Context: an optimization exercise on an open-source flow, tuned for small area and a short achievable clock period. The choices shown serve that exercise and are no tape-out recipe. No activity file was given, so power comes from the tool's default toggle rates.

==> module fifo_sync, before the edit <==
module fifo_sync #(
     parameter Depth = 64,
     parameter Width = 8)
    (input clk,
     input  resetn,
     input [Width-1:0] data_in,
     input wr_en, rd_en,
     output [Width-1:0] data_out,
     output empty, full);
     localparam AW = $clog2(Depth);
     reg [AW:0] count;        
     reg        empty_r;      
     wire do_read  = rd_en & ~empty_r;
     wire do_write = wr_en & ~count[AW];
     always @(posedge clk or negedge resetn)
        if (!resetn) begin
           count   <= 0;
           empty_r <= 1'b1;
        end else if (do_write != do_read) begin
           count   <= do_write ? count + 1'b1 : count - 1'b1;
           empty_r <= do_read & (count == 1);
        end
     assign empty = empty_r;
     assign full  = count[AW];
     wire [Depth:0] valid;
     genvar i;
     generate
        for (i = 0; i < Depth; i = i + 1) begin : dec
           assign valid[i] = (count > i);
        end
     endgenerate
     assign valid[Depth] = 1'b0;
     reg  [Width-1:0] mem [0:Depth-1];
     generate
        for (i = 0; i < Depth; i = i + 1) begin : ent
           wire hold  = ~do_read & valid[i];
           wire shift =  do_read & valid[i+1];
           wire [Width-1:0] next = (i + 1 < Depth) ? mem[(i + 1) % Depth] : {Width{1'b0}};
           wire load  = ~(hold | shift);
           always @(posedge clk)
              mem[i] <= ({Width{hold}}  & mem[i])
                      | ({Width{shift}} & next)
                      | ({Width{load}}  & data_in);
        end
     endgenerate
     assign data_out = mem[0];
endmodule
Settings: LEC_CHECK=0, CAP_MARGIN=20, CORE_MARGIN=2, CORE_UTILIZATION=40, SLEW_MARGIN=20; clock period 4.0 ns.
run.sh (not shown) runs the stock make flow with config.mk's settings and CLKGATE_MAP_FILE= SYNTH_SCRIPT=/design/flow/synth_recipe.tcl, a recipe that flattens the netlist after the stock synthesis.
The first run went through all stages and came out clean.
Then changed:
==> flow/design.v (replaced) <==
`timescale 1ns/1ps
module fifo_sync #(
     parameter Depth = 64,
     parameter Width = 8)
    (input clk,
     input  resetn,
     input [Width-1:0] data_in,
     input wr_en, rd_en,
     output [Width-1:0] data_out,
     output empty, full);
     reg  [Depth-1:0] vld;
     wire [Depth:0]   valid = {1'b0, vld};
     wire do_read  = rd_en & vld[0];
     wire do_write = wr_en & ~vld[Depth-1];
     always @(posedge clk or negedge resetn)
        if (!resetn)
           vld <= 0;
        else if (do_write & ~do_read)
           vld <= {vld[Depth-2:0], 1'b1};
        else if (do_read & ~do_write)
           vld <= {1'b0, vld[Depth-1:1]};
     assign empty = ~vld[0];
     assign full  = vld[Depth-1];
     genvar i;
     reg  [Width-1:0] mem [0:Depth-1];
     generate
        for (i = 0; i < Depth; i = i + 1) begin : ent
           wire hold  = ~do_read & valid[i];
           wire shift =  do_read & valid[i+1];
           wire [Width-1:0] next = (i + 1 < Depth) ? mem[(i + 1) % Depth] : {Width{1'b0}};
           wire load  = ~(hold | shift);
           always @(posedge clk)
              mem[i] <= ({Width{hold}}  & mem[i])
                      | ({Width{shift}} & next)
                      | ({Width{load}}  & data_in);
        end
     endgenerate
     assign data_out = mem[0];
endmodule
Maximum frequency grows by a quarter to a third.
Clock power rose by a few percent.
Routed wire length came out lower by about a fifth.
Setup slack gets better by 640 ps.
Via count goes down by a little under a tenth.
Function was not checked in any run of this note: the RTL went through the layout flow alone.

Another version of the RTL of fifo_sync (not shown whole).
For scale: about 2000 cells after synthesis, about 22 I/O pins, about 0.020 mm2 of cells after synthesis.
==> module fifo_sync, before the edit <==
module fifo_sync #(
     parameter Depth = 64,
     parameter Width = 8)
    (input clk,
     input  resetn,
     input [Width-1:0] data_in,
     input wr_en, rd_en,
     output [Width-1:0] data_out,
     output empty, full);
     reg  [7:0] ta;
     reg  [6:0] tb;
     reg        nempty;       
     reg        full_r;       
     wire do_read  = rd_en & nempty;
     wire do_write = wr_en & ~ta[7];
     wire up   = do_write & ~do_read;
     wire down = do_read & ~do_write;
     always @(posedge clk or negedge resetn)
        if (!resetn) begin
           ta      <= 8'b0;
           tb      <= 7'b0;
           nempty  <= 1'b0;
           full_r  <= 1'b0;
        end else if (up) begin
           if (tb[6]) begin                  
              tb <= 7'b0;
              ta <= {ta[6:0], 1'b1};
           end else
              tb <= {tb[5:0], 1'b1};
           nempty  <= 1'b1;
           full_r  <= ta[6] & tb[6];         
        end else if (down) begin
           if (!tb[0]) begin                 
              tb <= 7'b1111111;
              ta <= {1'b0, ta[7:1]};
           end else
              tb <= {1'b0, tb[6:1]};
           nempty  <= ta[0] | tb[1];         
           full_r  <= 1'b0;
        end
     assign empty = ~nempty;
     assign full  = full_r;
     wire [Depth:0] valid;
     genvar i;
     generate
        for (i = 0; i < Depth; i = i + 1) begin : dec
           wire a_gt  = ta[i / 8];
           wire a_ge  = (i / 8 == 0) ? 1'b1 : ta[(i / 8 + 7) % 8];
           wire b_gt  = (i % 8 == 7) ? 1'b0 : tb[i % 8 % 7];
           assign valid[i] = a_gt | (a_ge & b_gt);
        end
     endgenerate
     assign valid[Depth] = 1'b0;
     reg  [Width-1:0] mem [0:Depth-1];
     generate
        for (i = 0; i < Depth; i = i + 1) begin : ent
           wire hold  = ~rd_en & valid[i];
           wire shift =  rd_en & valid[i+1];
           wire load  =  rd_en ? ~valid[i+1] : ~valid[i];
           wire [Width-1:0] next = (i + 1 < Depth) ? mem[(i + 1) % Depth] : {Width{1'b0}};
           wire [Width-1:0] d;
           fifo_sel #(.Width(Width)) sel (
              .hold(hold), .shift(shift), .load(load),
              .cur(mem[i]), .nxt(next), .din(data_in), .d(d));
           always @(posedge clk)
              mem[i] <= d;
        end
     endgenerate
     assign data_out = mem[0];
endmodule
export LEC_CHECK = 0
export CAP_MARGIN = 20
export CORE_MARGIN = 2
export CORE_UTILIZATION = 40
export CTS_CLUSTER_DIAMETER = 100
export CTS_CLUSTER_SIZE = 30
export SETUP_SLACK_MARGIN = 2.2
export SLEW_MARGIN = 20
export SYNTH_HIERARCHICAL = 1
export SYNTH_MINIMUM_KEEP_SIZE = 0
create_clock -name core_clock -period 4.0 [get_ports {clk}]
The first run completed with no timing, DRC or antenna violations.
Change:
--- a/flow/design.v
+++ b/flow/design.v
@@ -8,41 +8,45 @@
      input wr_en, rd_en,
      output [Width-1:0] data_out,
      output empty, full);
      reg  [7:0] ta;
      reg  [6:0] tb;
      reg        nempty;       
+     reg        empty_r;      
      reg        full_r;       
      wire do_read  = rd_en & nempty;
      wire do_write = wr_en & ~ta[7];
      wire up   = do_write & ~do_read;
      wire down = do_read & ~do_write;
      always @(posedge clk or negedge resetn)
         if (!resetn) begin
            ta      <= 8'b0;
            tb      <= 7'b0;
            nempty  <= 1'b0;
+           empty_r <= 1'b1;
            full_r  <= 1'b0;
         end else if (up) begin
            if (tb[6]) begin                  
               tb <= 7'b0;
               ta <= {ta[6:0], 1'b1};
            end else
               tb <= {tb[5:0], 1'b1};
            nempty  <= 1'b1;
+           empty_r <= 1'b0;
            full_r  <= ta[6] & tb[6];         
         end else if (down) begin
            if (!tb[0]) begin                 
               tb <= 7'b1111111;
               ta <= {1'b0, ta[7:1]};
            end else
               tb <= {1'b0, tb[6:1]};
            nempty  <= ta[0] | tb[1];         
+           empty_r <= ~(ta[0] | tb[1]);
            full_r  <= 1'b0;
         end
-     assign empty = ~nempty;
+     assign empty = empty_r;
      assign full  = full_r;
      wire [Depth:0] valid;
      genvar i;
      generate
         for (i = 0; i < Depth; i = i + 1) begin : dec
            wire a_gt  = ta[i / 8];
@@ -52,15 +56,15 @@
         end
      endgenerate
      assign valid[Depth] = 1'b0;
      reg  [Width-1:0] mem [0:Depth-1];
      generate
         for (i = 0; i < Depth; i = i + 1) begin : ent
-           wire hold  = ~rd_en & valid[i];
-           wire shift =  rd_en & valid[i+1];
-           wire load  =  rd_en ? ~valid[i+1] : ~valid[i];
+           wire hold  = ~do_read & valid[i];
+           wire shift =  do_read & valid[i+1];
+           wire load  = ~(hold | shift);
            wire [Width-1:0] next = (i + 1 < Depth) ? mem[(i + 1) % Depth] : {Width{1'b0}};
            wire [Width-1:0] d;
            fifo_sel #(.Width(Width)) sel (
               .hold(hold), .shift(shift), .load(load),
               .cur(mem[i]), .nxt(next), .din(data_in), .d(d));
            always @(posedge clk)
Effect: Setup slack degrades by 140 ps; worst hold slack got worse by 21 ps; synthesized area increases by about 0.9%; fmax drops by about 7%; total power rises by 13%; core utilization went up by 0.98 points; final cell count grows by about 2.4%; critical path depth shrinks by 1; via count grows by about 6%.
No functional check of the RTL was part of any run of this note.

separate check: timing with driven ports:
The results above use ideal ports. As a check the final layouts listed here were re-extracted and re-timed, cells and wires unchanged. Step 1 (the two cells are an assumption about what drives the block):
set clk [get_ports {clk}]
set_driving_cell -lib_cell sky130_fd_sc_hd__clkbuf_16 $clk
set_driving_cell -lib_cell sky130_fd_sc_hd__buf_2 [delete_from_list [all_inputs] $clk]
Step 2 also shifts input and output timing later by t, the mid clock arrival at the registers, as if the neighbouring blocks saw the same clock. a / b / c = no drivers / after step 1 / after step 2; a / b = the first two.
run	t, ns	setup slack, ns	hold slack, ns	slew at the worst register clock pin (ns)
the first run of note 1	0.661	0.639 / 0.639 / 0.043	0.471 / 0.471 / 0.471	0.07 / 0.07
the second run of note 1	0.681	1.275 / 1.212 / 1.120	0.310 / 0.306 / 0.491	0.07 / 0.07
the first run of note 2	0.627	2.046 / 1.986 / 1.502	0.476 / 0.476 / 0.476	0.12 / 0.12
the second run of note 2	0.631	1.908 / 1.849 / 1.531	0.454 / 0.454 / 0.454	0.12 / 0.12
After both steps setup and hold are still met in every run listed. The setup slack of the first run of note 1, which loses most, moves by 0.000 ns with the drivers and by -0.596 ns with both steps.
